Source: an optimization exercise on an open RTL-to-GDS flow (aim: small area). Production flows keep margins and buffers that such runs may drop.
The RTL was checked by simulation tests, not by an equivalence proof against the original design.
Power figures rest on the tool's default switching activity, not on a simulated workload.

File: flow/flow/run.sh
#!/bin/bash
# Layout flow: the standard flow (standard.sh), with two changes.
# 1. After the standard synthesis, the combinational logic of the netlist is
#    mapped again by ABC for area (amap, twice). Registers, full and half adders and
#    tie cells are kept as they are (same instances, names and cell types).
#    The new netlist is proven equivalent to the standard one with Yosys
#    (equiv_make / equiv_simple / equiv_induct); if that proof fails the
#    standard netlist is kept.
# 2. Port buffers are buf_1 cells; clock tree: clkbuf_8, no dummy loads;
#    after synthesis the buffers buf_4 and larger are not used (smaller
#    buffers instead), on top of the platform's own dont-use list.
# Each tool writes its full output to a log_*.log file in this folder.
set -euo pipefail
export BUFFER_PORTS_ARGS="-buffer_cell sky130_fd_sc_hd__buf_1"
export CTS_ARGS="-sink_clustering_enable -repair_clock_nets -buf_list sky130_fd_sc_hd__clkbuf_8 -dont_use_dummy_load"
YOSYS=$FLOW_HOME/../tools/install/yosys/bin/yosys
R=orfs/results/$FLOW_PLATFORM/MAC/base
LIB=$FLOW_HOME/platforms/$FLOW_PLATFORM/lib/sky130_fd_sc_hd__tt_025C_1v80.lib

bash standard.sh synth > log_1_standard_synth.log 2>&1
cp $R/1_2_yosys.v flow_standard.v

KEEP=$(grep -o 'sky130_fd_sc_hd__\(fa\|ha\|df\|edf\|sdf\|dl\|conb\)[a-z0-9_]*' flow_standard.v | sort -u | tr '\n' ' ')
DONT=$(grep -o 'cell *( *"\?sky130_fd_sc_hd__\(lpflow\|probe\)[a-z0-9_]*' $LIB | sed 's/.*(\s*"\?//' | sort -u | sed 's/^/-dont_use /' | tr '\n' ' ')
printf 'strash\ndch -f\namap\nstrash\ndch -f\namap\n' > remap.abc
cat > remap.ys <<EOF
read_liberty -ignore_miss_func $LIB
read_verilog flow_standard.v
hierarchy -top $FLOW_TOP
setattr -mod -set keep_hierarchy 1 $KEEP
flatten
opt_clean
abc -liberty $LIB -script remap.abc $DONT
opt_clean -purge
hilomap -singleton -hicell sky130_fd_sc_hd__conb_1 HI -locell sky130_fd_sc_hd__conb_1 LO
insbuf -buf sky130_fd_sc_hd__buf_1 A X
splitnets
opt_clean -purge
stat -liberty $LIB
write_verilog -noattr -noexpr -nohex -nodec -selected flow_remap_all.v
EOF
$YOSYS -l log_2_remap.log -q -s remap.ys > /dev/null 2>&1
awk -v top="$FLOW_TOP" '$1=="module" && $2 ~ "^"top"[ (]*" {on=1} on {print} on && /^endmodule/ {on=0}' flow_remap_all.v > flow_remap.v

cat > equiv.ys <<EOF
read_liberty -ignore_miss_func $LIB
read_verilog flow_standard.v
rename $FLOW_TOP gold
read_verilog flow_remap.v
rename $FLOW_TOP gate
flatten gold gate
async2sync
opt_clean
equiv_make gold gate equiv
equiv_simple -undef
equiv_induct -undef
equiv_status -assert
EOF
if $YOSYS -l log_3_equiv.log -q -s equiv.ys > /dev/null 2>&1; then
  echo "remapped netlist proven equivalent; using it"
  cp flow_remap.v $R/1_2_yosys.v
else
  echo "equivalence proof failed; keeping the standard netlist"
fi
touch $R/1_2_yosys.v
bash standard.sh synth > log_4_synth_odb.log 2>&1
PLAT_DONT=$(sed -n '/^export DONT_USE_CELLS/,/^#/p' $FLOW_HOME/platforms/$FLOW_PLATFORM/config.mk | grep -o 'sky130_fd_sc_hd__[a-z0-9_]*' | tr '\n' ' ')
MORE="sky130_fd_sc_hd__buf_4 sky130_fd_sc_hd__buf_6 sky130_fd_sc_hd__buf_8 sky130_fd_sc_hd__buf_12 sky130_fd_sc_hd__buf_16 sky130_fd_sc_hd__bufbuf_8 sky130_fd_sc_hd__bufbuf_16"
bash standard.sh "DONT_USE_CELLS=$PLAT_DONT $MORE" finish > log_5_finish.log 2>&1
File: flow/standard.sh
#!/bin/bash
# synth_recipe.tcl (not shown) runs the flow's synth.tcl, then flattens the netlist and writes it again
# the make line also repeats each setting of config.mk as NAME=value (left out here)
make -C /OpenROAD-flow-scripts/flow DESIGN_CONFIG=/design/flow/config.mk WORK_HOME=/design/flow/orfs CLKGATE_MAP_FILE= SYNTH_SCRIPT=/design/flow/synth_recipe.tcl "${@:-finish}"
File: flow/config.mk
export PLATFORM = sky130hd
export DESIGN_NAME = MAC
export DESIGN_NICKNAME = MAC
export VERILOG_FILES = /design/flow/design.v
export SDC_FILE = /design/flow/constraint.sdc
export NUM_CORES = 4
export LEC_CHECK = 0
export ABC_AREA = 1
export CAP_MARGIN = 20
export CORE_MARGIN = 2
export CORE_UTILIZATION = 40
export CTS_BUF_LIST = sky130_fd_sc_hd__clkbuf_8
export PLACE_DENSITY = 0.75
export SLEW_MARGIN = 20
export SYNTH_HIERARCHICAL = 1
export SYNTH_MINIMUM_KEEP_SIZE = 0
File: flow/constraint.sdc
create_clock -name core_clock -period 9.0 [get_ports {clk}]
set_input_delay 1.8000 -clock core_clock [delete_from_list [all_inputs] [get_ports {clk}]]
set_output_delay 1.8000 -clock core_clock [all_outputs]
set_load 0.01 [all_outputs]
File: flow/design.v
`timescale 1ns/1ps
module Delay #(
    parameter NUM_STAGES = 1,
    parameter DATA_WIDTH = 1
)(
    input  wire                  CLK,
    input  wire                  RESET_N,
    input  wire [DATA_WIDTH-1:0] DIN,
    output wire [DATA_WIDTH-1:0] DOUT
);
genvar i;
generate
if (NUM_STAGES == 0)
begin
    assign DOUT = DIN;
end
else if (NUM_STAGES > 0)
begin
    reg [NUM_STAGES*DATA_WIDTH-1:0] din_delay;
    always @(posedge CLK or negedge RESET_N)
    begin
        if(!RESET_N)
        begin
            din_delay[DATA_WIDTH-1:0] <= 0;
        end else
        begin
            din_delay[DATA_WIDTH-1:0] <= DIN;
        end
    end
    for (i=1; i<NUM_STAGES; i=i+1)
	 begin : REGISTER_STAGES
        always @(posedge CLK or negedge RESET_N )
        begin
            if(!RESET_N)
            begin
                din_delay[i*DATA_WIDTH+:DATA_WIDTH] <= 0;
            end else
            begin
                din_delay[i*DATA_WIDTH+:DATA_WIDTH] <= din_delay[(i-1)*DATA_WIDTH+:DATA_WIDTH];
            end
        end
    end
    assign DOUT = din_delay[(NUM_STAGES-1)*DATA_WIDTH+:DATA_WIDTH];
end
endgenerate
endmodule
module ADDF (
    input  a,
    input  b,
    input  c,
    output s,
    output co
);
assign {co, s} = a + b + c;
endmodule
module ADDH (
    input  a,
    input  b,
    output s,
    output co
);
assign {co, s} = a + b;
endmodule
module POPC32 (
    input  [31:0] x,
    output [4:0]  y
);
wire pc_1;
wire pc_2;
wire pc_3;
wire pc_4;
wire pc_5;
wire pc_6;
wire pc_7;
wire pc_8;
wire pc_9;
wire pc_10;
wire pc_11;
wire pc_12;
wire pc_13;
wire pc_14;
wire pc_15;
wire pc_16;
wire pc_17;
wire pc_18;
wire pc_19;
wire pc_20;
wire pc_21;
wire pc_22;
wire pc_23;
wire pc_24;
wire pc_25;
wire pc_26;
wire pc_27;
wire pc_28;
wire pc_29;
wire pc_30;
wire pc_31;
wire pc_32;
wire pc_33;
wire pc_34;
wire pc_35;
wire pc_36;
wire pc_37;
wire pc_38;
wire pc_39;
wire pc_40;
wire pc_41;
wire pc_42;
wire pc_43;
wire pc_44;
wire pc_45;
wire pc_46;
wire pc_47;
wire pc_48;
wire pc_49;
wire pc_50;
wire pc_51;
wire pc_52;
wire pc_53;
wire pc_54;
wire pc_55;
wire pc_56;
wire pc_57;
wire pc_58;
wire pc_59;
wire pc_60;
wire pc_61;
wire pc_62;
ADDF pc_f1 (.a(x[0]), .b(x[1]), .c(x[2]), .s(pc_1), .co(pc_2));
ADDF pc_f2 (.a(x[3]), .b(x[4]), .c(x[5]), .s(pc_3), .co(pc_4));
ADDF pc_f3 (.a(x[6]), .b(pc_1), .c(x[7]), .s(pc_5), .co(pc_6));
ADDF pc_f4 (.a(x[8]), .b(x[9]), .c(pc_3), .s(pc_7), .co(pc_8));
ADDF pc_f5 (.a(x[10]), .b(x[11]), .c(pc_5), .s(pc_9), .co(pc_10));
ADDF pc_f6 (.a(x[12]), .b(x[13]), .c(pc_7), .s(pc_11), .co(pc_12));
ADDF pc_f7 (.a(x[14]), .b(x[15]), .c(pc_9), .s(pc_13), .co(pc_14));
ADDF pc_f8 (.a(x[16]), .b(x[17]), .c(pc_11), .s(pc_15), .co(pc_16));
ADDF pc_f9 (.a(x[18]), .b(x[19]), .c(pc_13), .s(pc_17), .co(pc_18));
ADDF pc_f10 (.a(x[20]), .b(x[21]), .c(pc_15), .s(pc_19), .co(pc_20));
ADDF pc_f11 (.a(x[22]), .b(x[23]), .c(pc_17), .s(pc_21), .co(pc_22));
ADDF pc_f12 (.a(x[24]), .b(x[25]), .c(pc_19), .s(pc_23), .co(pc_24));
ADDF pc_f13 (.a(x[26]), .b(x[27]), .c(pc_21), .s(pc_25), .co(pc_26));
ADDF pc_f14 (.a(x[28]), .b(x[29]), .c(pc_23), .s(pc_27), .co(pc_28));
ADDF pc_f15 (.a(x[30]), .b(x[31]), .c(pc_25), .s(pc_29), .co(pc_30));
ADDH pc_h16 (.a(pc_27), .b(pc_29), .s(pc_31), .co(pc_32));
ADDF pc_f17 (.a(pc_2), .b(pc_4), .c(pc_6), .s(pc_33), .co(pc_34));
ADDF pc_f18 (.a(pc_8), .b(pc_10), .c(pc_33), .s(pc_35), .co(pc_36));
ADDF pc_f19 (.a(pc_12), .b(pc_14), .c(pc_35), .s(pc_37), .co(pc_38));
ADDF pc_f20 (.a(pc_16), .b(pc_18), .c(pc_37), .s(pc_39), .co(pc_40));
ADDF pc_f21 (.a(pc_20), .b(pc_22), .c(pc_39), .s(pc_41), .co(pc_42));
ADDF pc_f22 (.a(pc_24), .b(pc_26), .c(pc_41), .s(pc_43), .co(pc_44));
ADDF pc_f23 (.a(pc_28), .b(pc_30), .c(pc_43), .s(pc_45), .co(pc_46));
ADDH pc_h24 (.a(pc_32), .b(pc_45), .s(pc_47), .co(pc_48));
ADDF pc_f25 (.a(pc_34), .b(pc_36), .c(pc_38), .s(pc_49), .co(pc_50));
ADDF pc_f26 (.a(pc_40), .b(pc_49), .c(pc_42), .s(pc_51), .co(pc_52));
ADDF pc_f27 (.a(pc_44), .b(pc_51), .c(pc_46), .s(pc_53), .co(pc_54));
ADDH pc_h28 (.a(pc_48), .b(pc_53), .s(pc_55), .co(pc_56));
ADDF pc_f29 (.a(pc_50), .b(pc_52), .c(pc_54), .s(pc_57), .co(pc_58));
ADDH pc_h30 (.a(pc_56), .b(pc_57), .s(pc_59), .co(pc_60));
ADDH pc_h31 (.a(pc_58), .b(pc_60), .s(pc_61), .co(pc_62));
assign y = {pc_61, pc_59, pc_55, pc_47, pc_31};
endmodule
module MAC
    (
    input                                   clk     ,
    input                                   rst_n   ,
    output                                  MACMUX_Val,
    output reg [4    -1 : 0] MACMUX_Addr,
    output reg[ 32            -1 : 0] MACMUX_Psum,
    input                                   MUXMAC_Rdy,
    output                                  MACMUX_Empty,
    output                                  MACARB_ReqHelp,
    input                                   ARBMAC_Rst,
    input [ 2                       -1 : 0] PEBMAC_WeiCol,
    input [(
(8192*4*16*16/32) <= (1<<0) ? 0 : (8192*4*16*16/32) <= (1<<1) ? 1 :
(8192*4*16*16/32) <= (1<<2) ? 2 : (8192*4*16*16/32) <= (1<<3) ? 3 :
(8192*4*16*16/32) <= (1<<4) ? 4 : (8192*4*16*16/32) <= (1<<5) ? 5 :
(8192*4*16*16/32) <= (1<<6) ? 6 : (8192*4*16*16/32) <= (1<<7) ? 7 :
(8192*4*16*16/32) <= (1<<8) ? 8 : (8192*4*16*16/32) <= (1<<9) ? 9 :
(8192*4*16*16/32) <= (1<<10) ? 10 : (8192*4*16*16/32) <= (1<<11) ? 11 :
(8192*4*16*16/32) <= (1<<12) ? 12 : (8192*4*16*16/32) <= (1<<13) ? 13 :
(8192*4*16*16/32) <= (1<<14) ? 14 : (8192*4*16*16/32) <= (1<<15) ? 15 :
(8192*4*16*16/32) <= (1<<16) ? 16 : (8192*4*16*16/32) <= (1<<17) ? 17 :
(8192*4*16*16/32) <= (1<<18) ? 18 : (8192*4*16*16/32) <= (1<<19) ? 19 :
(8192*4*16*16/32) <= (1<<20) ? 20 : (8192*4*16*16/32) <= (1<<21) ? 21 :
(8192*4*16*16/32) <= (1<<22) ? 22 : (8192*4*16*16/32) <= (1<<23) ? 23 :
(8192*4*16*16/32) <= (1<<24) ? 24 : (8192*4*16*16/32) <= (1<<25) ? 25 :
(8192*4*16*16/32) <= (1<<26) ? 26 : (8192*4*16*16/32) <= (1<<27) ? 27 :
(8192*4*16*16/32) <= (1<<28) ? 28 : (8192*4*16*16/32) <= (1<<29) ? 29 :
(8192*4*16*16/32) <= (1<<30) ? 30 : (8192*4*16*16/32) <= (1<<31) ? 31 : 32)                        -1 : 0] AddrRowFlgAct,
    input [ (
(8192*4*16*16) <= (1<<0) ? 0 : (8192*4*16*16) <= (1<<1) ? 1 :
(8192*4*16*16) <= (1<<2) ? 2 : (8192*4*16*16) <= (1<<3) ? 3 :
(8192*4*16*16) <= (1<<4) ? 4 : (8192*4*16*16) <= (1<<5) ? 5 :
(8192*4*16*16) <= (1<<6) ? 6 : (8192*4*16*16) <= (1<<7) ? 7 :
(8192*4*16*16) <= (1<<8) ? 8 : (8192*4*16*16) <= (1<<9) ? 9 :
(8192*4*16*16) <= (1<<10) ? 10 : (8192*4*16*16) <= (1<<11) ? 11 :
(8192*4*16*16) <= (1<<12) ? 12 : (8192*4*16*16) <= (1<<13) ? 13 :
(8192*4*16*16) <= (1<<14) ? 14 : (8192*4*16*16) <= (1<<15) ? 15 :
(8192*4*16*16) <= (1<<16) ? 16 : (8192*4*16*16) <= (1<<17) ? 17 :
(8192*4*16*16) <= (1<<18) ? 18 : (8192*4*16*16) <= (1<<19) ? 19 :
(8192*4*16*16) <= (1<<20) ? 20 : (8192*4*16*16) <= (1<<21) ? 21 :
(8192*4*16*16) <= (1<<22) ? 22 : (8192*4*16*16) <= (1<<23) ? 23 :
(8192*4*16*16) <= (1<<24) ? 24 : (8192*4*16*16) <= (1<<25) ? 25 :
(8192*4*16*16) <= (1<<26) ? 26 : (8192*4*16*16) <= (1<<27) ? 27 :
(8192*4*16*16) <= (1<<28) ? 28 : (8192*4*16*16) <= (1<<29) ? 29 :
(8192*4*16*16) <= (1<<30) ? 30 : (8192*4*16*16) <= (1<<31) ? 31 : 32) + 6         -1 : 0] AddrRowAct,
    input [ (
(8192*4) <= (1<<0) ? 0 : (8192*4) <= (1<<1) ? 1 :
(8192*4) <= (1<<2) ? 2 : (8192*4) <= (1<<3) ? 3 :
(8192*4) <= (1<<4) ? 4 : (8192*4) <= (1<<5) ? 5 :
(8192*4) <= (1<<6) ? 6 : (8192*4) <= (1<<7) ? 7 :
(8192*4) <= (1<<8) ? 8 : (8192*4) <= (1<<9) ? 9 :
(8192*4) <= (1<<10) ? 10 : (8192*4) <= (1<<11) ? 11 :
(8192*4) <= (1<<12) ? 12 : (8192*4) <= (1<<13) ? 13 :
(8192*4) <= (1<<14) ? 14 : (8192*4) <= (1<<15) ? 15 :
(8192*4) <= (1<<16) ? 16 : (8192*4) <= (1<<17) ? 17 :
(8192*4) <= (1<<18) ? 18 : (8192*4) <= (1<<19) ? 19 :
(8192*4) <= (1<<20) ? 20 : (8192*4) <= (1<<21) ? 21 :
(8192*4) <= (1<<22) ? 22 : (8192*4) <= (1<<23) ? 23 :
(8192*4) <= (1<<24) ? 24 : (8192*4) <= (1<<25) ? 25 :
(8192*4) <= (1<<26) ? 26 : (8192*4) <= (1<<27) ? 27 :
(8192*4) <= (1<<28) ? 28 : (8192*4) <= (1<<29) ? 29 :
(8192*4) <= (1<<30) ? 30 : (8192*4) <= (1<<31) ? 31 : 32)                                    -1 : 0] AddrBlockWei,
    input [ 32            -1 : 0] MAC_FlgWei,
    input                                   MAC_FlgWei_Val,
    output                                  MAC_AddrFlgAct_Rdy,
    output reg [ (
(8192*4*16*16/32) <= (1<<0) ? 0 : (8192*4*16*16/32) <= (1<<1) ? 1 :
(8192*4*16*16/32) <= (1<<2) ? 2 : (8192*4*16*16/32) <= (1<<3) ? 3 :
(8192*4*16*16/32) <= (1<<4) ? 4 : (8192*4*16*16/32) <= (1<<5) ? 5 :
(8192*4*16*16/32) <= (1<<6) ? 6 : (8192*4*16*16/32) <= (1<<7) ? 7 :
(8192*4*16*16/32) <= (1<<8) ? 8 : (8192*4*16*16/32) <= (1<<9) ? 9 :
(8192*4*16*16/32) <= (1<<10) ? 10 : (8192*4*16*16/32) <= (1<<11) ? 11 :
(8192*4*16*16/32) <= (1<<12) ? 12 : (8192*4*16*16/32) <= (1<<13) ? 13 :
(8192*4*16*16/32) <= (1<<14) ? 14 : (8192*4*16*16/32) <= (1<<15) ? 15 :
(8192*4*16*16/32) <= (1<<16) ? 16 : (8192*4*16*16/32) <= (1<<17) ? 17 :
(8192*4*16*16/32) <= (1<<18) ? 18 : (8192*4*16*16/32) <= (1<<19) ? 19 :
(8192*4*16*16/32) <= (1<<20) ? 20 : (8192*4*16*16/32) <= (1<<21) ? 21 :
(8192*4*16*16/32) <= (1<<22) ? 22 : (8192*4*16*16/32) <= (1<<23) ? 23 :
(8192*4*16*16/32) <= (1<<24) ? 24 : (8192*4*16*16/32) <= (1<<25) ? 25 :
(8192*4*16*16/32) <= (1<<26) ? 26 : (8192*4*16*16/32) <= (1<<27) ? 27 :
(8192*4*16*16/32) <= (1<<28) ? 28 : (8192*4*16*16/32) <= (1<<29) ? 29 :
(8192*4*16*16/32) <= (1<<30) ? 30 : (8192*4*16*16/32) <= (1<<31) ? 31 : 32)-1:0] MAC_AddrFlgAct,
    input                                   MAC_FlgAct_Val,
    input [ 32            -1 : 0] MAC_FlgAct,
    output                                  MAC_AddrAct_Rdy,
    output reg[ (
(8192*4*16*16) <= (1<<0) ? 0 : (8192*4*16*16) <= (1<<1) ? 1 :
(8192*4*16*16) <= (1<<2) ? 2 : (8192*4*16*16) <= (1<<3) ? 3 :
(8192*4*16*16) <= (1<<4) ? 4 : (8192*4*16*16) <= (1<<5) ? 5 :
(8192*4*16*16) <= (1<<6) ? 6 : (8192*4*16*16) <= (1<<7) ? 7 :
(8192*4*16*16) <= (1<<8) ? 8 : (8192*4*16*16) <= (1<<9) ? 9 :
(8192*4*16*16) <= (1<<10) ? 10 : (8192*4*16*16) <= (1<<11) ? 11 :
(8192*4*16*16) <= (1<<12) ? 12 : (8192*4*16*16) <= (1<<13) ? 13 :
(8192*4*16*16) <= (1<<14) ? 14 : (8192*4*16*16) <= (1<<15) ? 15 :
(8192*4*16*16) <= (1<<16) ? 16 : (8192*4*16*16) <= (1<<17) ? 17 :
(8192*4*16*16) <= (1<<18) ? 18 : (8192*4*16*16) <= (1<<19) ? 19 :
(8192*4*16*16) <= (1<<20) ? 20 : (8192*4*16*16) <= (1<<21) ? 21 :
(8192*4*16*16) <= (1<<22) ? 22 : (8192*4*16*16) <= (1<<23) ? 23 :
(8192*4*16*16) <= (1<<24) ? 24 : (8192*4*16*16) <= (1<<25) ? 25 :
(8192*4*16*16) <= (1<<26) ? 26 : (8192*4*16*16) <= (1<<27) ? 27 :
(8192*4*16*16) <= (1<<28) ? 28 : (8192*4*16*16) <= (1<<29) ? 29 :
(8192*4*16*16) <= (1<<30) ? 30 : (8192*4*16*16) <= (1<<31) ? 31 : 32) + 6     -1 : 0] MAC_AddrAct,
    input                                   MAC_Act_Val,
    input [ 8             -1 : 0] MAC_Act,
    output                                  MAC_AddrWei_Rdy,
    output reg[ (
(8192*4) <= (1<<0) ? 0 : (8192*4) <= (1<<1) ? 1 :
(8192*4) <= (1<<2) ? 2 : (8192*4) <= (1<<3) ? 3 :
(8192*4) <= (1<<4) ? 4 : (8192*4) <= (1<<5) ? 5 :
(8192*4) <= (1<<6) ? 6 : (8192*4) <= (1<<7) ? 7 :
(8192*4) <= (1<<8) ? 8 : (8192*4) <= (1<<9) ? 9 :
(8192*4) <= (1<<10) ? 10 : (8192*4) <= (1<<11) ? 11 :
(8192*4) <= (1<<12) ? 12 : (8192*4) <= (1<<13) ? 13 :
(8192*4) <= (1<<14) ? 14 : (8192*4) <= (1<<15) ? 15 :
(8192*4) <= (1<<16) ? 16 : (8192*4) <= (1<<17) ? 17 :
(8192*4) <= (1<<18) ? 18 : (8192*4) <= (1<<19) ? 19 :
(8192*4) <= (1<<20) ? 20 : (8192*4) <= (1<<21) ? 21 :
(8192*4) <= (1<<22) ? 22 : (8192*4) <= (1<<23) ? 23 :
(8192*4) <= (1<<24) ? 24 : (8192*4) <= (1<<25) ? 25 :
(8192*4) <= (1<<26) ? 26 : (8192*4) <= (1<<27) ? 27 :
(8192*4) <= (1<<28) ? 28 : (8192*4) <= (1<<29) ? 29 :
(8192*4) <= (1<<30) ? 30 : (8192*4) <= (1<<31) ? 31 : 32)     -1 : 0] MAC_AddrWei,
    input                                   MAC_Wei_Val,
    input [ 8             -1 : 0] MAC_Wei
);
localparam IDLE    = 2'd0;
localparam WAITFLG = 2'd1;
localparam COMP    = 2'd2;
localparam WAITMUX = 2'd3;
reg  [1:0]  state;
reg  [1:0]  next_state;
reg         state_req;
reg         MAC_Empty;
reg  [1:0]  wei_col;         
reg         cnt_any;         
reg         MAC_Addr_val;
reg         fnh;             
reg         OffAct_nz;       
reg         OffWei_nz;
reg  [31:0] nActFlag, nWeiFlag;
wire [31:0] ActFlag = ~nActFlag;
wire [31:0] WeiFlag = ~nWeiFlag;
reg         MACAW_ValOffset;
reg         MAC_Fnh;
reg  [4:0]  MACAW_OffsetAct;
reg  [4:0]  MACAW_OffsetWei;
wire comp     = state == COMP;
wire data_val = MAC_Wei_Val & MAC_Act_Val;
wire en_mac   = MAC_Addr_val & data_val & ~fnh;
wire pipe     = comp & (~MAC_Addr_val | data_val);
wire MAC_FnhRow = (MACMUX_Addr == 4'd0 - {2'b00, wei_col}) & cnt_any & MAC_Fnh;
wire val_comp = cnt_any & (MACMUX_Addr != 4'd0) & (MACMUX_Addr != 4'd15);
wire done     = (~val_comp & en_mac) | ~MAC_Addr_val;
wire MAC_Sta  = (state == WAITFLG) & MAC_FlgWei_Val & MAC_FlgAct_Val;
always @(*) begin
    case (state)
        IDLE    : next_state = ARBMAC_Rst ? WAITFLG : IDLE;
        WAITFLG : next_state = (MAC_FlgWei_Val & MAC_FlgAct_Val) ? COMP : WAITFLG;
        COMP    : if (MAC_Fnh & done)
                      next_state = MAC_FnhRow ? IDLE : WAITFLG;
                  else if (MAC_Fnh & val_comp & en_mac)
                      next_state = WAITMUX;
                  else
                      next_state = COMP;
        default : next_state = MUXMAC_Rdy ? (MAC_FnhRow ? IDLE : WAITFLG) : WAITMUX;
    endcase
end
always @(posedge clk or negedge rst_n) begin
    if (!rst_n) state <= IDLE;
    else        state <= next_state;
end
assign MAC_AddrFlgAct_Rdy = state == WAITFLG;
assign MACMUX_Val   = (state == WAITMUX) & ~MUXMAC_Rdy;
assign MACMUX_Empty = state == IDLE;
wire next_state_req = state_req ? ~MAC_Empty : ARBMAC_Rst;
always @(posedge clk or negedge rst_n) begin
    if (!rst_n) state_req <= 1'b0;
    else        state_req <= next_state_req;
end
assign MACARB_ReqHelp = ~rst_n | ~next_state_req;
always @(posedge clk) begin
    MAC_Empty <= (next_state == IDLE) & (state != IDLE);
end
wire [17:0] flg_inc;
INCR #(.W(18)) u_inc_flg (.a(MAC_AddrFlgAct), .ci(MAC_Sta), .y(flg_inc));
always @(posedge clk or negedge rst_n) begin
    if (!rst_n)          MAC_AddrFlgAct <= 0;
    else if (ARBMAC_Rst) MAC_AddrFlgAct <= AddrRowFlgAct;
    else                 MAC_AddrFlgAct <= flg_inc;
end
always @(posedge clk) begin
    if (ARBMAC_Rst) begin
        wei_col <= PEBMAC_WeiCol;
        cnt_any <= 1'b0;
    end else if (MAC_Sta) begin
        cnt_any <= 1'b1;
    end
end
wire [3:0] addr_inc;
INCR #(.W(4)) u_inc_addr (.a(MACMUX_Addr), .ci(MAC_Sta), .y(addr_inc));
always @(posedge clk or negedge rst_n) begin
    if (!rst_n)          MACMUX_Addr <= 0;
    else if (ARBMAC_Rst) MACMUX_Addr <= 4'd0 - PEBMAC_WeiCol;
    else                 MACMUX_Addr <= addr_inc;
end
wire        ld_act = ARBMAC_Rst;
wire [28:0] act_sum;
ADDR5 #(.W(29)) u_add_act (
    .x  (ld_act ? AddrRowAct : MAC_AddrAct),
    .y  ({5{ld_act}} | ({5{pipe}} & MACAW_OffsetAct)),
    .yh (ld_act),
    .s  (act_sum)
);
always @(posedge clk or negedge rst_n) begin
    if (!rst_n) MAC_AddrAct <= 0;
    else        MAC_AddrAct <= act_sum;
end
wire        ld_wei = ARBMAC_Rst | MAC_Sta;
wire [14:0] wei_sum;
ADDR5 #(.W(15)) u_add_wei (
    .x  (ld_wei ? AddrBlockWei : MAC_AddrWei),
    .y  ({5{ld_wei}} | ({5{pipe}} & MACAW_OffsetWei)),
    .yh (ld_wei),
    .s  (wei_sum)
);
always @(posedge clk or negedge rst_n) begin
    if (!rst_n) MAC_AddrWei <= 0;
    else        MAC_AddrWei <= wei_sum;
end
always @(posedge clk or negedge rst_n) begin
    if (!rst_n)                     MAC_Addr_val <= 1'b0;
    else if (ARBMAC_Rst | MAC_Sta)  MAC_Addr_val <= 1'b0;
    else if (pipe)                  MAC_Addr_val <= MACAW_ValOffset;
end
always @(posedge clk) begin
    if (ARBMAC_Rst | MAC_Sta) fnh <= 1'b1;
    else if (pipe)            fnh <= MAC_Fnh;
end
always @(posedge clk) begin
    if (pipe) begin
        OffAct_nz <= |MACAW_OffsetAct;
        OffWei_nz <= |MACAW_OffsetWei;
    end
end
assign MAC_AddrAct_Rdy = MAC_Addr_val & OffAct_nz;
assign MAC_AddrWei_Rdy = MAC_Addr_val & OffWei_nz;
wire [32:0] S;
assign S[0] = 1'b0;
genvar i;
generate
    for (i = 0; i < 32; i = i + 1) begin : g_s
        assign S[i+1] = S[i] | (ActFlag[i] & WeiFlag[i]);
    end
endgenerate
wire        wf   = state == WAITFLG;
wire [31:0] keep = (S[31:0] | {32{~pipe}}) & {32{~wf}};
wire [4:0]  Offset_Act, Offset_Wei;
POPC32 u_pa (.x(ActFlag & ~S[31:0]), .y(Offset_Act));
POPC32 u_pw (.x(WeiFlag & ~S[31:0]), .y(Offset_Wei));
always @(posedge clk) begin
    nActFlag <= ~(({32{wf}} & MAC_FlgAct) | (keep & ActFlag));
    nWeiFlag <= ~(({32{wf}} & MAC_FlgWei) | (keep & WeiFlag));
end
always @(posedge clk) begin
    if (wf) begin
        MACAW_ValOffset <= 1'b0;
        MAC_Fnh         <= 1'b0;
    end else if (pipe) begin
        MACAW_ValOffset <= (|ActFlag) | (|WeiFlag);
        MAC_Fnh         <= ~S[32];
    end
end
always @(posedge clk or negedge rst_n) begin
    if (!rst_n) begin
        MACAW_OffsetAct <= 0;
        MACAW_OffsetWei <= 0;
    end else if (pipe) begin
        MACAW_OffsetAct <= Offset_Act;
        MACAW_OffsetWei <= Offset_Wei;
    end
end
wire [31:0] psum_sum;
MACC8 u_macc (
    .a (MAC_Act & {8{en_mac}}),
    .w (MAC_Wei),
    .p (MACMUX_Psum),
    .y (psum_sum)
);
always @(posedge clk or negedge rst_n) begin
    if (!rst_n) MACMUX_Psum <= 0;
    else        MACMUX_Psum <= psum_sum & {32{~MAC_Sta}};
end
endmodule
module INCR #(parameter W = 4) (
    input  [W-1:0] a,
    input          ci,
    output [W-1:0] y
);
wire [W:0] c;
assign c[0] = ci;
genvar k;
generate
    for (k = 0; k < W; k = k + 1) begin : g
        ADDH u (.a(a[k]), .b(c[k]), .s(y[k]), .co(c[k+1]));
    end
endgenerate
endmodule
module ADDR5 #(parameter W = 15) (
    input  [W-1:0] x,
    input  [4:0]   y,
    input          yh,
    output [W-1:0] s
);
wire [5:0] c;
assign c[0] = 1'b0;
genvar k;
generate
    for (k = 0; k < 5; k = k + 1) begin : g_lo
        if (k == 0)
            ADDH u (.a(x[k]), .b(y[k]), .s(s[k]), .co(c[k+1]));
        else
            ADDF u (.a(x[k]), .b(y[k]), .c(c[k]), .s(s[k]), .co(c[k+1]));
    end
endgenerate
wire [W:5] t;
assign t[5] = c[5] ^ yh;
generate
    for (k = 5; k < W; k = k + 1) begin : g_hi
        assign t[k+1] = t[k] & (x[k] ^ yh);
        assign s[k]   = x[k] ^ t[k];
    end
endgenerate
endmodule
module MACC8 (
    input  [7:0]  a,
    input  [7:0]  w,
    input  [31:0] p,
    output [31:0] y
);
wire mc_1;
wire mc_2;
wire mc_3;
wire mc_4;
wire mc_5;
wire mc_6;
wire mc_7;
wire mc_8;
wire mc_9;
wire mc_10;
wire mc_11;
wire mc_12;
wire mc_13;
wire mc_14;
wire mc_15;
wire mc_16;
wire mc_17;
wire mc_18;
wire mc_19;
wire mc_20;
wire mc_21;
wire mc_22;
wire mc_23;
wire mc_24;
wire mc_25;
wire mc_26;
wire mc_27;
wire mc_28;
wire mc_29;
wire mc_30;
wire mc_31;
wire mc_32;
wire mc_33;
wire mc_34;
wire mc_35;
wire mc_36;
wire mc_37;
wire mc_38;
wire mc_39;
wire mc_40;
wire mc_41;
wire mc_42;
wire mc_43;
wire mc_44;
wire mc_45;
wire mc_46;
wire mc_47;
wire mc_48;
wire mc_49;
wire mc_50;
wire mc_51;
wire mc_52;
wire mc_53;
wire mc_54;
wire mc_55;
wire mc_56;
wire mc_57;
wire mc_58;
wire mc_59;
wire mc_60;
wire mc_61;
wire mc_62;
wire mc_63;
wire mc_64;
wire mc_65;
wire mc_66;
wire mc_67;
wire mc_68;
wire mc_69;
wire mc_70;
wire mc_71;
wire mc_72;
wire mc_73;
wire mc_74;
wire mc_75;
wire mc_76;
wire mc_77;
wire mc_78;
wire mc_79;
wire mc_80;
wire mc_81;
wire mc_82;
wire mc_83;
wire mc_84;
wire mc_85;
wire mc_86;
wire mc_87;
wire mc_88;
wire mc_89;
wire mc_90;
wire mc_91;
wire mc_92;
wire mc_93;
wire mc_94;
wire mc_95;
wire mc_96;
wire mc_97;
wire mc_98;
wire mc_99;
wire mc_100;
wire mc_101;
wire mc_102;
wire mc_103;
wire mc_104;
wire mc_105;
wire mc_106;
wire mc_107;
wire mc_108;
wire mc_109;
wire mc_110;
wire mc_111;
wire mc_112;
wire mc_113;
wire mc_114;
wire mc_115;
wire mc_116;
wire mc_117;
wire mc_118;
wire mc_119;
wire mc_120;
wire mc_121;
wire mc_122;
wire mc_123;
wire mc_124;
wire mc_125;
wire mc_126;
wire mc_127;
wire mc_128;
wire mc_129;
wire mc_130;
wire mc_131;
wire mc_132;
wire mc_133;
wire mc_134;
wire mc_135;
wire mc_136;
wire mc_137;
wire mc_138;
wire mc_139;
wire mc_140;
wire mc_141;
wire mc_142;
wire mc_143;
wire mc_144;
wire mc_145;
wire mc_146;
wire mc_147;
wire mc_148;
wire mc_149;
wire mc_150;
wire mc_151;
wire mc_152;
wire mc_153;
wire mc_154;
wire mc_155;
wire mc_156;
wire mc_157;
wire mc_158;
wire mc_159;
wire mc_160;
wire mc_161;
wire mc_162;
wire mc_163;
wire mc_164;
wire mc_165;
wire mc_166;
wire mc_167;
wire mc_168;
wire mc_169;
wire mc_170;
wire mc_171;
wire mc_172;
wire mc_173;
wire mc_174;
wire mc_175;
wire mc_176;
wire mc_177;
wire mc_178;
wire mc_179;
wire mc_180;
wire mc_181;
wire mc_182;
wire mc_183;
wire mc_184;
wire mc_185;
wire mc_186;
wire mc_187;
wire mc_188;
wire mc_189;
wire mc_190;
wire mc_191;
wire mc_192;
wire mc_193;
wire mc_194;
wire mc_195;
wire mc_196;
wire mc_197;
wire mc_198;
wire mc_199;
wire mc_200;
wire mc_201;
wire mc_202;
wire mc_203;
wire mc_204;
wire mc_205;
wire mc_206;
wire mc_207;
wire mc_208;
wire mc_209;
wire mc_210;
wire mc_211;
wire mc_212;
wire mc_213;
wire mc_214;
wire mc_215;
wire mc_216;
wire mc_217;
wire mc_218;
wire mc_219;
wire mc_220;
wire mc_221;
wire mc_222;
wire mc_223;
wire mc_224;
wire mc_225;
wire mc_226;
wire mc_227;
wire mc_228;
assign mc_1 = a[0] & w[0];
assign mc_2 = a[0] & w[1];
assign mc_3 = a[0] & w[2];
assign mc_4 = a[0] & w[3];
assign mc_5 = a[0] & w[4];
assign mc_6 = a[0] & w[5];
assign mc_7 = a[0] & w[6];
assign mc_8 = ~(a[0] & w[7]);
assign mc_9 = a[1] & w[0];
assign mc_10 = a[1] & w[1];
assign mc_11 = a[1] & w[2];
assign mc_12 = a[1] & w[3];
assign mc_13 = a[1] & w[4];
assign mc_14 = a[1] & w[5];
assign mc_15 = a[1] & w[6];
assign mc_16 = ~(a[1] & w[7]);
assign mc_17 = a[2] & w[0];
assign mc_18 = a[2] & w[1];
assign mc_19 = a[2] & w[2];
assign mc_20 = a[2] & w[3];
assign mc_21 = a[2] & w[4];
assign mc_22 = a[2] & w[5];
assign mc_23 = a[2] & w[6];
assign mc_24 = ~(a[2] & w[7]);
assign mc_25 = a[3] & w[0];
assign mc_26 = a[3] & w[1];
assign mc_27 = a[3] & w[2];
assign mc_28 = a[3] & w[3];
assign mc_29 = a[3] & w[4];
assign mc_30 = a[3] & w[5];
assign mc_31 = a[3] & w[6];
assign mc_32 = ~(a[3] & w[7]);
assign mc_33 = a[4] & w[0];
assign mc_34 = a[4] & w[1];
assign mc_35 = a[4] & w[2];
assign mc_36 = a[4] & w[3];
assign mc_37 = a[4] & w[4];
assign mc_38 = a[4] & w[5];
assign mc_39 = a[4] & w[6];
assign mc_40 = ~(a[4] & w[7]);
assign mc_41 = a[5] & w[0];
assign mc_42 = a[5] & w[1];
assign mc_43 = a[5] & w[2];
assign mc_44 = a[5] & w[3];
assign mc_45 = a[5] & w[4];
assign mc_46 = a[5] & w[5];
assign mc_47 = a[5] & w[6];
assign mc_48 = ~(a[5] & w[7]);
assign mc_49 = a[6] & w[0];
assign mc_50 = a[6] & w[1];
assign mc_51 = a[6] & w[2];
assign mc_52 = a[6] & w[3];
assign mc_53 = a[6] & w[4];
assign mc_54 = a[6] & w[5];
assign mc_55 = a[6] & w[6];
assign mc_56 = ~(a[6] & w[7]);
assign mc_57 = ~(a[7] & w[0]);
assign mc_58 = ~(a[7] & w[1]);
assign mc_59 = ~(a[7] & w[2]);
assign mc_60 = ~(a[7] & w[3]);
assign mc_61 = ~(a[7] & w[4]);
assign mc_62 = ~(a[7] & w[5]);
assign mc_63 = ~(a[7] & w[6]);
assign mc_64 = a[7] & w[7];
ADDF mc_f1 (.a(p[1]), .b(mc_2), .c(mc_9), .s(mc_65), .co(mc_66));
ADDF mc_f2 (.a(p[2]), .b(mc_3), .c(mc_10), .s(mc_67), .co(mc_68));
ADDF mc_f3 (.a(mc_17), .b(mc_66), .c(mc_67), .s(mc_69), .co(mc_70));
ADDF mc_f4 (.a(p[3]), .b(mc_4), .c(mc_11), .s(mc_71), .co(mc_72));
ADDF mc_f5 (.a(mc_18), .b(mc_25), .c(mc_68), .s(mc_73), .co(mc_74));
ADDF mc_f6 (.a(mc_71), .b(mc_70), .c(mc_73), .s(mc_75), .co(mc_76));
ADDF mc_f7 (.a(p[4]), .b(mc_5), .c(mc_12), .s(mc_77), .co(mc_78));
ADDF mc_f8 (.a(mc_19), .b(mc_26), .c(mc_33), .s(mc_79), .co(mc_80));
ADDF mc_f9 (.a(mc_72), .b(mc_77), .c(mc_79), .s(mc_81), .co(mc_82));
ADDF mc_f10 (.a(mc_74), .b(mc_81), .c(mc_76), .s(mc_83), .co(mc_84));
ADDF mc_f11 (.a(p[5]), .b(mc_6), .c(mc_13), .s(mc_85), .co(mc_86));
ADDF mc_f12 (.a(mc_20), .b(mc_27), .c(mc_34), .s(mc_87), .co(mc_88));
ADDF mc_f13 (.a(mc_41), .b(mc_78), .c(mc_80), .s(mc_89), .co(mc_90));
ADDF mc_f14 (.a(mc_85), .b(mc_87), .c(mc_82), .s(mc_91), .co(mc_92));
ADDF mc_f15 (.a(mc_89), .b(mc_91), .c(mc_84), .s(mc_93), .co(mc_94));
ADDF mc_f16 (.a(p[6]), .b(mc_7), .c(mc_14), .s(mc_95), .co(mc_96));
ADDF mc_f17 (.a(mc_21), .b(mc_28), .c(mc_35), .s(mc_97), .co(mc_98));
ADDF mc_f18 (.a(mc_42), .b(mc_49), .c(mc_86), .s(mc_99), .co(mc_100));
ADDF mc_f19 (.a(mc_88), .b(mc_95), .c(mc_97), .s(mc_101), .co(mc_102));
ADDF mc_f20 (.a(mc_90), .b(mc_99), .c(mc_101), .s(mc_103), .co(mc_104));
ADDF mc_f21 (.a(mc_92), .b(mc_103), .c(mc_94), .s(mc_105), .co(mc_106));
ADDF mc_f22 (.a(p[7]), .b(mc_8), .c(mc_15), .s(mc_107), .co(mc_108));
ADDF mc_f23 (.a(mc_22), .b(mc_29), .c(mc_36), .s(mc_109), .co(mc_110));
ADDF mc_f24 (.a(mc_43), .b(mc_50), .c(mc_57), .s(mc_111), .co(mc_112));
ADDF mc_f25 (.a(mc_96), .b(mc_98), .c(mc_107), .s(mc_113), .co(mc_114));
ADDF mc_f26 (.a(mc_109), .b(mc_111), .c(mc_100), .s(mc_115), .co(mc_116));
ADDF mc_f27 (.a(mc_102), .b(mc_113), .c(mc_115), .s(mc_117), .co(mc_118));
ADDF mc_f28 (.a(mc_104), .b(mc_117), .c(mc_106), .s(mc_119), .co(mc_120));
assign mc_121 = ~(p[8] ^ mc_16);
assign mc_122 = p[8] | mc_16;
ADDF mc_f29 (.a(mc_23), .b(mc_30), .c(mc_37), .s(mc_123), .co(mc_124));
ADDF mc_f30 (.a(mc_44), .b(mc_51), .c(mc_58), .s(mc_125), .co(mc_126));
ADDF mc_f31 (.a(mc_108), .b(mc_110), .c(mc_112), .s(mc_127), .co(mc_128));
ADDF mc_f32 (.a(mc_121), .b(mc_123), .c(mc_125), .s(mc_129), .co(mc_130));
ADDF mc_f33 (.a(mc_114), .b(mc_127), .c(mc_129), .s(mc_131), .co(mc_132));
ADDF mc_f34 (.a(mc_116), .b(mc_131), .c(mc_118), .s(mc_133), .co(mc_134));
ADDF mc_f35 (.a(p[9]), .b(mc_24), .c(mc_31), .s(mc_135), .co(mc_136));
ADDF mc_f36 (.a(mc_38), .b(mc_45), .c(mc_52), .s(mc_137), .co(mc_138));
ADDF mc_f37 (.a(mc_59), .b(mc_122), .c(mc_124), .s(mc_139), .co(mc_140));
ADDF mc_f38 (.a(mc_126), .b(mc_135), .c(mc_137), .s(mc_141), .co(mc_142));
ADDF mc_f39 (.a(mc_128), .b(mc_130), .c(mc_139), .s(mc_143), .co(mc_144));
ADDF mc_f40 (.a(mc_141), .b(mc_132), .c(mc_143), .s(mc_145), .co(mc_146));
ADDF mc_f41 (.a(p[10]), .b(mc_32), .c(mc_39), .s(mc_147), .co(mc_148));
ADDF mc_f42 (.a(mc_46), .b(mc_53), .c(mc_60), .s(mc_149), .co(mc_150));
ADDF mc_f43 (.a(mc_136), .b(mc_138), .c(mc_147), .s(mc_151), .co(mc_152));
ADDF mc_f44 (.a(mc_149), .b(mc_140), .c(mc_142), .s(mc_153), .co(mc_154));
ADDF mc_f45 (.a(mc_151), .b(mc_144), .c(mc_153), .s(mc_155), .co(mc_156));
ADDF mc_f46 (.a(p[11]), .b(mc_40), .c(mc_47), .s(mc_157), .co(mc_158));
ADDF mc_f47 (.a(mc_54), .b(mc_61), .c(mc_148), .s(mc_159), .co(mc_160));
ADDF mc_f48 (.a(mc_150), .b(mc_157), .c(mc_152), .s(mc_161), .co(mc_162));
ADDF mc_f49 (.a(mc_159), .b(mc_154), .c(mc_161), .s(mc_163), .co(mc_164));
ADDF mc_f50 (.a(p[12]), .b(mc_48), .c(mc_55), .s(mc_165), .co(mc_166));
ADDF mc_f51 (.a(mc_62), .b(mc_158), .c(mc_165), .s(mc_167), .co(mc_168));
ADDF mc_f52 (.a(mc_160), .b(mc_167), .c(mc_162), .s(mc_169), .co(mc_170));
ADDF mc_f53 (.a(p[13]), .b(mc_56), .c(mc_63), .s(mc_171), .co(mc_172));
ADDF mc_f54 (.a(mc_166), .b(mc_171), .c(mc_168), .s(mc_173), .co(mc_174));
ADDF mc_f55 (.a(p[14]), .b(mc_64), .c(mc_172), .s(mc_175), .co(mc_176));
assign mc_177 = ~(p[15] ^ mc_176);
assign mc_178 = p[15] | mc_176;
ADDH mc_h56 (.a(mc_1), .b(p[0]), .s(mc_179), .co(mc_180));
ADDH mc_h57 (.a(mc_65), .b(mc_180), .s(mc_181), .co(mc_182));
ADDH mc_h58 (.a(mc_69), .b(mc_182), .s(mc_183), .co(mc_184));
ADDH mc_h59 (.a(mc_75), .b(mc_184), .s(mc_185), .co(mc_186));
ADDH mc_h60 (.a(mc_83), .b(mc_186), .s(mc_187), .co(mc_188));
ADDH mc_h61 (.a(mc_93), .b(mc_188), .s(mc_189), .co(mc_190));
ADDH mc_h62 (.a(mc_105), .b(mc_190), .s(mc_191), .co(mc_192));
ADDH mc_h63 (.a(mc_119), .b(mc_192), .s(mc_193), .co(mc_194));
ADDF mc_f64 (.a(mc_120), .b(mc_133), .c(mc_194), .s(mc_195), .co(mc_196));
ADDF mc_f65 (.a(mc_134), .b(mc_145), .c(mc_196), .s(mc_197), .co(mc_198));
ADDF mc_f66 (.a(mc_146), .b(mc_155), .c(mc_198), .s(mc_199), .co(mc_200));
ADDH mc_h67 (.a(mc_156), .b(mc_163), .s(mc_201), .co(mc_202));
ADDF mc_f68 (.a(mc_164), .b(mc_169), .c(mc_202), .s(mc_203), .co(mc_204));
ADDF mc_f69 (.a(mc_170), .b(mc_173), .c(mc_204), .s(mc_205), .co(mc_206));
ADDF mc_f70 (.a(mc_174), .b(mc_175), .c(mc_206), .s(mc_207), .co(mc_208));
ADDH mc_h71 (.a(mc_177), .b(mc_208), .s(mc_209), .co(mc_210));
assign mc_211 = ~(mc_156 ^ mc_163);
assign mc_212 = mc_156 | mc_163;
ADDF mc_f72 (.a(mc_164), .b(mc_169), .c(mc_212), .s(mc_213), .co(mc_214));
ADDF mc_f73 (.a(mc_170), .b(mc_173), .c(mc_214), .s(mc_215), .co(mc_216));
ADDF mc_f74 (.a(mc_174), .b(mc_175), .c(mc_216), .s(mc_217), .co(mc_218));
ADDH mc_h75 (.a(mc_177), .b(mc_218), .s(mc_219), .co(mc_220));
assign mc_221 = mc_200 ? mc_211 : mc_201;
assign mc_222 = mc_200 ? mc_213 : mc_203;
assign mc_223 = mc_200 ? mc_215 : mc_205;
assign mc_224 = mc_200 ? mc_217 : mc_207;
assign mc_225 = mc_200 ? mc_219 : mc_209;
assign mc_226 = mc_200 ? mc_220 : mc_210;
assign mc_227 = mc_178 & mc_226;
assign mc_228 = ~(mc_178 | mc_226);
wire [16:0] ones, zeros;
assign ones[0] = 1'b1;
assign zeros[0] = 1'b1;
genvar k;
generate for (k = 0; k < 16; k = k + 1) begin : g_hi
    assign ones[k+1]  = ones[k] & p[16+k];
    assign zeros[k+1] = zeros[k] & ~p[16+k];
    assign y[16+k] = p[16+k] ^ ((mc_227 & ones[k]) | (mc_228 & zeros[k]));
end endgenerate
assign y[15:0] = {mc_225, mc_224, mc_223, mc_222, mc_221, mc_199, mc_197, mc_195, mc_193, mc_191, mc_189, mc_187, mc_185, mc_183, mc_181, mc_179};
endmodule
==> run summary, run 1 <==
CTS:
- The number of hold buffers added after cts is 0.
- The clock sink total is ~190.
- The clock tree from TritonCTS is done.
- The H-tree generated during clock tree synthesis spans 4 levels.
- Clock-pin slew was measured on the worst setup and hold paths at 0.09 ns.
- Clock tree synthesis inserted a total of 17 buffers.
- The later pin in the worst-skew pair is clocked with a latency of 0.48 ns.
- The maximum buffer depth of the clock tree is 2.
- The buffer type at the clock tree root is clkbuf_8.

STA:
- The number of failing setup endpoints in the final timing report is 0.
- The worst-margin pin slew is 1.08 ns.
- The worst slew margin relative to its limit is 0.282.
- Static timing analysis puts the maximum clock frequency at roughly 120 MHz.
- The post-route clock period utilization is 0.953.
- On the final layout, the worst clock skew is between 0.03 and 0.04 ns.
- The number of max-slew violations in the final report is 0.
- The number of hold-slack violations in the final timing report came to 0.
- The smallest setup slack after layout is roughly 0.42 ns.
- The clock period could shrink to around 8.6 ns.

GRT:
- The number of antenna violations at the first check in global routing was 2.
- The leftover overflow at the end of global routing is 0.
- Entering global routing, the biggest net connects 40 pins.
- For this run, the total global-route usage over all layers was measured as 0.210.
- The first-pass GRT wire length is 51,000 µm.
- The number of global-route vias before repair came to between 10,000 and 15,000.

Route:
- In this run, the number of DRC markers left after iteration 0 of detailed routing was 629.
- After detailed routing, the number of remaining DRC violations is 0.
- In the routed layout, each cell is associated on average with a via count of 5.28.
- The total length of routed wires is 31,800 µm.
- The average routed wire per standard cell is 17.0 µm.
- The first TritonRoute pass finished after 5 iterations.
- The via count is 9,878.
- Once detail routing completed, the nets flagged for antenna violations numbered 0.

Setup path:
- The combined buffer and inverter count along the critical path is 2.
- STA puts the critical path data arrival time at 8.97 ns.
- The cell class contributing the biggest share of worst-path delay is adder cells.
- The required time of the critical path is 9.39 ns.
- STA classifies the critical path endpoint as a register.
- The register-to-register setup slack is approximately 0.83 ns.
- The worst setup path is launched from an input pin.
- The number of cells on the worst reg-to-reg path is 34.
- On the worst path, the slowest cell contributes a delay of 0.45 ns.
- Of all nets on the critical path, the largest fanout is 3.
- By startpoint and endpoint, the worst setup path is classified as in -> reg.
- The critical path startpoint is MAC_Act_Val.
- The worst register-to-register path ends at MACAW_OffsetAct[4]$_DFFE_PN0P_.
- In this run the critical register-to-register path is launched from nActFlag[0]$_DFF_P_.
- The critical path crosses 33 cells after its start point.
- On the critical path, the stage with the largest delay is an instance of fa_1.
- The critical path ends at MACMUX_Psum[30]$_DFF_PN0_.

Synthesis:
- Synthesis produced a netlist with a net count of about 1,600.
- Each instance of the synthesized netlist takes up on average between 9 and 10 µm².
- The gate count of the mapped netlist is 1,282.
- For this run, the number of Yosys warnings is 7.
- The mapped netlist covers around 12,000 µm².

Placement:
- The cell count after placement is 1,851.
- The total placed instance area is 13,100 µm².
- The sum of net half-perimeters after detailed placement is 25,000 µm.
- The global placement routability congestion is about 0.96.
- Timing analysis after detailed placement gives a worst setup slack of -0.167 ns.
- In this run the tool buffered the top-level ports with 255 buffer cells.

Floorplan:
- In this run the core area contains 62 standard-cell rows.
- The number of top-level pins is between 200 and 300.
- The initial utilization of the core area, before any placement, comes to 0.409.
- The floorplan step defined a core boundary enclosing a little under 30,000 µm².
- The total die area is 30,900 µm².
- The die boundary width is around 180 µm.
- The vertical extent of the die is 176 µm.

Layout:
- The finished cells cover 13,400 µm².
- The total number of nets in the final design is 1,815.
- In the final layout, the share of cells above drive strength 1 is 0.0411.
- Excluding fillers, the count of instances in the completed layout stands at 1,870.
- The layout overhead on the synthesized area is 13.3%.

Power and ir drop:
- The total power divided by cell area is 353 nW/µm².
- VDD sags by at most 0.000238 V.
- In this run the static leakage power is 5.55 nW.

Status:
- The flow ran to the end and the layout has no timing, DRC or antenna violations.

Flow run:
- The tool flagged a number of max-cap violations equal to 0.

Min path:
- The class of the tightest hold or removal check is reg -> reg.
## worst register-to-register path, delay by kind of cell, from the launching register on
family / cells / cell delay, ns
and+or+nand+nor: 12 / 2.18
adders and majority gates: 7 / 2.58
DFF: 1 / 0.42
AOI/OAI and AO/OA: 15 / 2.85
## state kept, by name, indices dropped and copies added, names as in the netlist, 2 cells and up
name / flops
MACMUX_Psum: 32
nActFlag: 32
nWeiFlag: 32
MAC_AddrAct: 29
MAC_AddrFlgAct: 18
MAC_AddrWei: 15
MACAW_OffsetAct: 5
MACAW_OffsetWei: 5
MACMUX_Addr: 4
state: 2
wei_col: 2
## per-stage QoR
stage / utilization / hold slack [ns] / TNS (ns) / total power, mW
final: 0.463 / 0.472 / 0 / 4.72
after global routing: 0.463 / 0.501 / -0.00703 / 5.23
after CTS: 0.461 / 0.492 / 0 / 4.71
after detailed placement: 0.453 / 0.475 / -0.278 / 4.26
after global placement: 0.453 / 0.476 / 0 / 4.13
after floorplan: - / 0.414 / 0 / 3.42
## power breakdown
group / switching (mW) / internal, mW / total [mW]
registers: 0.305 / 1.14 / 1.44
logic: 1.62 / 1.22 / 2.84
clock network: 0.271 / 0.167 / 0.438
## per-layer routing
layer  vias up  GRT usage  wire length, µm
met1      4758      0.273            13500
li1       4716          -                -
met5         -          0               13
met4         2     0.0634              762
met2       346      0.350            15200
met3        56     0.0502             2280
## worst min-delay path by stage
stage / startpoint / to / slack (ns) / cells after the start
finish: MAC_Empty$_DFF_P_ / state_req$_DFF_PN0_ / 0.47 / 1
global route: MAC_Empty$_DFF_P_ / state_req$_DFF_PN0_ / 0.50 / 1
CTS: MAC_Empty$_DFF_P_ / state_req$_DFF_PN0_ / 0.49 / 1
detailed placement: MAC_Empty$_DFF_P_ / state_req$_DFF_PN0_ / 0.48 / 1
global placement: cnt_any$_SDFFE_PP0P_ / cnt_any$_SDFFE_PP0P_ / 0.48 / 2
floorplan: MAC_Empty$_DFF_P_ / state_req$_DFF_PN0_ / 0.41 / 1
## area by class of cell
cell class / count / area, µm²
Inverter: 90 / 338
Sequential cell: 185 / 4300
Timing Repair Buffer: 284 / 1100
Fill cell: 2819 / 15500
Clock buffer: 17 / 234
Antenna cell: 1 / 2.50
Multi-Input combinational cell: 909 / 6900
Tap cell: 384 / 480
## cell usage in the layout (no fill, tap or decap), drive strengths merged, types with 2 or more instances in the layout
master and n:
nor2 283, buf 280, fa 124, dfrtp 112, o21ai 93, clkinv 89
a21oi 84, dfxtp 69, nand2 62, ha 52, o22ai 35, a22o 29
clkbuf 21, o221ai 19, a22oi 18, nand4 18, nor2b 18, nand3 17
nor3 12, a211oi 9, and3 7, nor4 5, o21bai 5, edfxtp 4
a31oi 4, or2 3, a311oi 2, o21a 2
## what timing repair did
item	in CTS	in global routing
gates resized for setup	0	16
setup endpoints to repair	0	6
setup buffers	0	1
==> run 2: changes to the inputs <==
--- a/flow/config.mk
+++ b/flow/config.mk
@@ -11,5 +11,5 @@
 export CORE_UTILIZATION = 40
 export CTS_BUF_LIST = sky130_fd_sc_hd__clkbuf_8
-export PLACE_DENSITY = 0.75
+export PLACE_DENSITY = 0.6
 export SLEW_MARGIN = 20
 export SYNTH_HIERARCHICAL = 1
==> run summary, run 2 <==
Status:
- Run status: finished clean (unchanged).

Setup path:
- The highest fanout seen on the critical path is 5 (was 3).
- The worst path arrival time is 8.94 ns (was 8.97 ns).
- The critical path's slowest cell is fa_1 (unchanged).
- The cell class contributing the biggest share of worst-path delay was adder cells (unchanged).
- The depth of the worst register-to-register path is 34 (unchanged).
- The end of the worst register-to-register path is MACAW_OffsetWei[4]$_DFFE_PN0P_ (was MACAW_OffsetAct[4]$_DFFE_PN0P_).
- The combined buffer and inverter count along the critical path came to 2 (unchanged).
- The kind of end point of the critical path is a register (unchanged).
- The register-to-register setup slack is 0.81 ns (was 0.83 ns).
- The maximum single-stage delay on the critical path is 0.44 ns (was 0.45 ns).
- The classification of the worst setup path is in -> reg (unchanged).
- The kind of start point of the critical path is an input pin (unchanged).
- The launch instance of the worst register-to-register path was nActFlag[0]$_DFF_P_ (unchanged).
- The required time of the critical path is 9.39 ns (about the same).

Layout:
- The final-layout fill cell count is 3,022 (was 2,819).
- The total number of nets in the final design came to 1,825 (was 1,815).
- Largest registers in the final layout: MACMUX_Psum: 32 flops, nActFlag: 32 flops, nWeiFlag: 32 flops (unchanged).
- Commonest cells after routing, fill and taps aside: 273 x nor2_1, 269 x buf_1, 119 x fa_1 (unchanged).
- The leading cell type in the layout, fill and taps excluded is nor2_1 (unchanged).
- The layout overhead on the synthesized area is 13.4% (was 13.3%).
- The final instance area is 13,400 µm² (about the same).
- The share of post-route cells with drive strength above 1 came to 0.0448 (was 0.0411).
- The utilization of the core after routing is 0.464 (was 0.463).

Floorplan:
- The total die area is 30,900 µm² (unchanged).
- The number of top-level pins is 256 (unchanged).
- The die boundary width is 176 µm (unchanged).
- The effective utilization at floorplan is 0.409 (unchanged).
- The number of core rows is 62 (unchanged).
- The vertical extent of the die is 176 µm (unchanged).
- The area of the core region came to 28,900 µm² (unchanged).

Route:
- The number of optimization iterations in the first detailed-route pass is 5 (unchanged).
- The DRC violation count after routing was 0 (unchanged).
- The remaining antenna violation count after routing was 0 (unchanged).
- The violation count after the first detailed-routing iteration is 491 (was 629).
- The total length of routed wires is 31,400 µm (was 31,800 µm).
- The via count came to 9,810 (was 9,878).
- The via density per instance came to 5.22 (was 5.28).
- The average routed wire per standard cell is 16.7 µm (was 17.0 µm).

Min path:
- The number of cells on the worst hold path is 1 (unchanged).
- The launch instance of the worst min-delay path is MAC_Empty$_DFF_P_ (unchanged).
- The sink of the worst hold path was state_req$_DFF_PN0_ (unchanged).
- The class of the tightest hold or removal check was reg -> reg (unchanged).

STA:
- The post-route clock period utilization came to 0.950 (was 0.953).
- The worst slew margin relative to its limit is 0.422 (was 0.282).
- The post-route worst hold slack came to 0.406 ns (was 0.472 ns).
- The clock tree skew after final layout is 0.0395 ns (was 0.0372 ns).
- The highest attainable clock frequency is 117 MHz (about the same).
- The number of max-slew violations in the final report came to 0 (unchanged).
- The worst-margin pin slew is 0.867 ns (was 1.08 ns).
- The time the worst path needs with I/O delays and setup was 8.55 ns (was 8.58 ns).
- The number of hold-slack violations in the final timing report is 0 (unchanged).
- The number of failing setup endpoints in the final timing report is 0 (unchanged).

Power and ir drop:
- The total power of the final layout is 4.66 mW (was 4.72 mW).
- The share of total power in sequential cells is 0.306 (about the same).
- The part of the power in the clock network is 0.095 (was 0.093).
- The internal power consumption is 2.50 mW (was 2.52 mW).
- The part of the total power dissipated in combinational logic is 0.599 (was 0.601).
- The net switching component of the power is 2.15 mW (was 2.20 mW).
- The total power divided by cell area came to 348 nW/µm² (was 353 nW/µm²).
- The static leakage power came to 5.59 nW (was 5.55 nW).
- The worst voltage drop across the vdd grid is 0.000186 V (was 0.000238 V).
- The share of total power consumed by net switching is 0.462 (was 0.466).

GRT:
- The number of global-route vias before repair is 9,773 (was 10,082).
- The largest net degree at the start of global routing is 49 (was 40).
- The leftover overflow at the end of global routing was 0 (unchanged).
- The number of antenna violations at the first check in global routing is 3 (was 2).
- The overall fraction of global-route tracks in use was 0.207 (was 0.210).
- The first-pass GRT wire length was 50,600 µm (was 51,000 µm).

CTS:
- The number of hold buffers added after cts came to 0 (unchanged).
- The deepest level of the CTS H-tree is 4 (unchanged).
- The later-pin clock latency in the skew report is 0.47 ns (was 0.48 ns).
- The clock transition at the register clock pins on the worst setup and hold paths after CTS was 0.12 ns (was 0.09 ns).
- The maximum buffer depth of the clock tree is 2 (unchanged).
- The clock tree from TritonCTS was done (unchanged).
- The buffer type at the clock tree root was clkbuf_8 (unchanged).
- The clock sink total is 185 (unchanged).
- The number of buffers added by the clock tree synthesis step is 17 (unchanged).

Placement:
- The number of buffers added on ports is 255 (unchanged).
- The global placement routability congestion is 0.857 (was 0.956).
- The sum of net half-perimeters after detailed placement came to 25,100 µm (was 25,000 µm).
- The total placed instance area is 13,100 µm² (about the same).

Synthesis:
- The number of warnings printed during yosys synthesis is 7 (unchanged).
- The net count of the mapped netlist is 1,610 (unchanged).
- The gate count of the mapped netlist was 1,282 (unchanged).
- The synthesized area is 11,800 µm² (unchanged).
- The post-synthesis average cell area is 9.20 µm² (unchanged).

Flow run:
- The count of maximum capacitance violations was 0 (unchanged).
-- run 2: metrics by stage --
stage / setup WS [ns] / setup TNS, ns / std cells
4_1_cts: 0.334 / 0 / 1877
6_report: 0.449 / 0 / 1881
3_5_place_dp: -0.189 / -0.423 / 1860
3_3_place_gp: -0.0228 / -0.0299 / 1860
5_1_grt: -0.0170 / -0.0170 / 1881
2_1_floorplan: 0.0344 / 0 / 1282
-- run 2: layout make-up --
type,count,area (µm²),area share
clock buffer,17,234,0.0175
timing repair buffer,294,1140,0.0852
tap,384,480,0.0359
multi-input combinational,909,6880,0.514
inverter,90,338,0.0253
sequential,185,4300,0.322
antenna,2,5.00,0.000374
-- run 2: worst max-delay path by stage --
stage | startpoint | endpoint | slack (ns) | cells past startpoint
after floorplan | MAC_Act_Val | MACMUX_Psum[30]$_DFF_PN0_ | 0.03 | 32
after global placement | MAC_Act_Val | MACMUX_Psum[30]$_DFF_PN0_ | -0.02 | 33
after detailed placement | MAC_Act_Val | MACMUX_Psum[30]$_DFF_PN0_ | -0.19 | 33
after CTS | MAC_Act_Val | MACMUX_Psum[30]$_DFF_PN0_ | 0.33 | 33
after global routing | MAC_Wei_Val | MACMUX_Psum[30]$_DFF_PN0_ | -0.02 | 33
final | MAC_Act_Val | MACMUX_Psum[30]$_DFF_PN0_ | 0.45 | 33
-- run 2: worst register-to-register path: cells and delay by family, from the launching register on --
family	cells	cell delay, ns
AO/OA/AOI/OAI	15	2.99
adder cells (fa/ha/maj)	7	2.60
AND/OR/NAND/NOR	12	2.08
flip-flops	1	0.42
-- run 2: power by group through the flow --
stage / combinational, mW / clock [mW] / sequential (mW)
after detailed placement: 2.82 / 0 / 1.44
after global routing: 3.22 / 0.493 / 1.48
final: 2.79 / 0.442 / 1.43
after global placement: 2.74 / 0 / 1.44
after CTS: 2.83 / 0.465 / 1.43
after floorplan: 2.08 / 0 / 1.34
-- run 2: per-layer routing --
layer / part of all wire / vias up / global-route usage
li1: - / 4751 / -
met2: 0.50 / 266 / 0.347
met3: 0.040 / 41 / 0.0327
met1: 0.44 / 4750 / 0.276
met5: 0.00041 / - / 0
met4: 0.020 / 2 / 0.0651
-- run 2: timing repair --
item                                   in CTS  in global routing
setup endpoints to repair                   0                  7
endpoints found under the hold margin       0                  0
gates resized for setup                     0                 11
buffers inserted                            0                  2
==> run 3: changes to the inputs <==
--- a/flow/config.mk
+++ b/flow/config.mk
@@ -11,5 +11,5 @@
 export CORE_UTILIZATION = 40
 export CTS_BUF_LIST = sky130_fd_sc_hd__clkbuf_8
-export PLACE_DENSITY = 0.6
+export PLACE_DENSITY = 0.7
 export SLEW_MARGIN = 20
 export SYNTH_HIERARCHICAL = 1
==> run summary, run 3 <==
Power and ir drop:
- The part of the total power dissipated in combinational logic was 0.602 (was 0.599).
- The part of the power in the clock network is 0.092 (was 0.095).
- The static leakage power is 5.56 nW (was 5.59 nW).
- The net switching component of the power came to 2.19 mW (was 2.15 mW).
- The total power of the final layout is 4.71 mW (was 4.66 mW).
- The share of total power consumed by net switching is 0.466 (was 0.462).

Min path:
- The launch instance of the worst min-delay path is MAC_Empty$_DFF_P_ (unchanged).
- The sink of the worst hold path was state_req$_DFF_PN0_ (unchanged).

Floorplan:
- The number of core rows came to 62 (unchanged).
- The vertical extent of the die is 176 µm (unchanged).
- The effective utilization at floorplan came to 0.409 (unchanged).
- The area of the core region is 28,900 µm² (unchanged).

Route:
- The DRC violation count after routing is 0 (unchanged).
- The violation count after the first detailed-routing iteration is 592 (was 491).
- The average routed wire per standard cell is 17.0 µm (was 16.7 µm).
- The via count was 9,861 (was 9,810).
- The total length of routed wires is 31,900 µm (was 31,400 µm).
- The number of optimization iterations in the first detailed-route pass is 5 (unchanged).
- The via density per instance is 5.26 (was 5.22).
- The remaining antenna violation count after routing is 0 (unchanged).

Setup path:
- The kind of start point of the critical path was an input pin (unchanged).
- The depth of the worst register-to-register path is 34 (unchanged).
- The highest fanout seen on the critical path is 8 (was 5).
- The combined buffer and inverter count along the critical path came to 3 (was 2).
- The launch instance of the worst register-to-register path is nActFlag[0]$_DFF_P_ (unchanged).
- The kind of end point of the critical path is a register (unchanged).
- The cell count along the critical path came to 33 (unchanged).
- The cell class contributing the biggest share of worst-path delay is adder cells (unchanged).
- The maximum single-stage delay on the critical path is 0.47 ns (was 0.44 ns).

Placement:
- The global placement routability congestion came to 0.921 (was 0.857).

STA:
- The post-route clock period utilization came to 0.953 (was 0.950).
- The clock tree skew after final layout is 0.0405 ns (was 0.0395 ns).
- The highest attainable clock frequency is 117 MHz (about the same).
- The number of hold-slack violations in the final timing report is 0 (unchanged).
- The number of max-slew violations in the final report is 0 (unchanged).

GRT:
- The overall fraction of global-route tracks in use is 0.211 (was 0.207).
- The largest net degree at the start of global routing came to 58 (was 49).
- The first-pass GRT wire length is 51,400 µm (was 50,600 µm).

Status:
- Run status: finished clean (unchanged).

Layout:
- The share of post-route cells with drive strength above 1 came to 0.0383 (was 0.0448).
- Largest registers in the final layout: MACMUX_Psum: 32 flops, nActFlag: 32 flops, nWeiFlag: 32 flops (unchanged).
- The utilization of the core after routing is 0.462 (was 0.464).

Synthesis:
- The net count of the mapped netlist is 1,610 (unchanged).
- The gate count of the mapped netlist is 1,282 (unchanged).
- The post-synthesis average cell area came to 9.20 µm² (unchanged).

CTS:
- The clock transition at the register clock pins on the worst setup and hold paths after CTS is 0.09 ns (was 0.12 ns).
- The total of cells resized after clock tree synthesis was 0 (unchanged).
- The buffers inserted during post-CTS setup optimization is 0 (unchanged).
- The maximum buffer depth of the clock tree came to 2 (unchanged).
[run 3: cell count changes in the layout (fill, tap and decap cells not counted), sizes merged]
cell	previous run	this run
buf	289	284
diode	2	1
clkbuf	22	20
[run 3: power groups by stage]
stage | Sequential (mW) | Combinational [mW] | Clock, mW
2_1_floorplan | 1.34 | 2.08 | 0
3_3_place_gp | 1.44 | 2.72 | 0
3_5_place_dp | 1.45 | 2.80 | 0
4_1_cts | 1.43 | 2.82 | 0.452
5_1_grt | 1.48 | 3.23 | 0.488
6_report | 1.44 | 2.83 | 0.435
[run 3: worst max path at each step]
stage	from	endpoint	slack [ns]
after floorplan	MAC_Act_Val	MACMUX_Psum[30]$_DFF_PN0_	0.03
after global placement	MAC_Wei_Val	MACMUX_Psum[30]$_DFF_PN0_	0.06
after detailed placement	MAC_Wei_Val	MACMUX_Psum[30]$_DFF_PN0_	-0.07
after CTS	MAC_Wei_Val	MACMUX_Psum[30]$_DFF_PN0_	0.42
after global routing	MAC_Wei_Val	MACMUX_Psum[31]$_DFF_PN0_	0.003
final	MAC_Wei_Val	MACMUX_Psum[30]$_DFF_PN0_	0.42
[run 3: per-layer routing]
| metal | vias to the layer above | share of wire | track usage |
|---|---|---|---|
| li1 | 4729 | - | - |
| met2 | 300 | 0.48 | 0.350 |
| met5 | - | 0.00041 | 0 |
| met3 | 39 | 0.053 | 0.0403 |
| met1 | 4791 | 0.44 | 0.282 |
| met4 | 2 | 0.021 | 0.0654 |
[run 3: layout make-up]
cell class | instances | area, µm²
fillers | 2821 | 15500
multi-input cells | 909 | 6880
flip-flops and latches | 185 | 4300
repair buffers | 287 | 1100
well taps | 384 | 480
inverters | 90 | 338
clock buffers | 17 | 234
diodes | 1 | 2.50
[run 3: metrics by stage]
step | setup slack (ns) | instances
2_1_floorplan | 0.0344 | 1282
3_3_place_gp | 0.0624 | 1855
3_5_place_dp | -0.0727 | 1855
4_1_cts | 0.421 | 1872
5_1_grt | 0.00297 | 1873
6_report | 0.421 | 1873

Setup slack of run 3, layout unchanged: 0.421 ns with ideal ports, 0.439 ns with driving cells assumed (clock clkbuf_16, inputs buf_2), -0.060 ns with port delays also shifted by the 0.498 ns mid clock arrival.
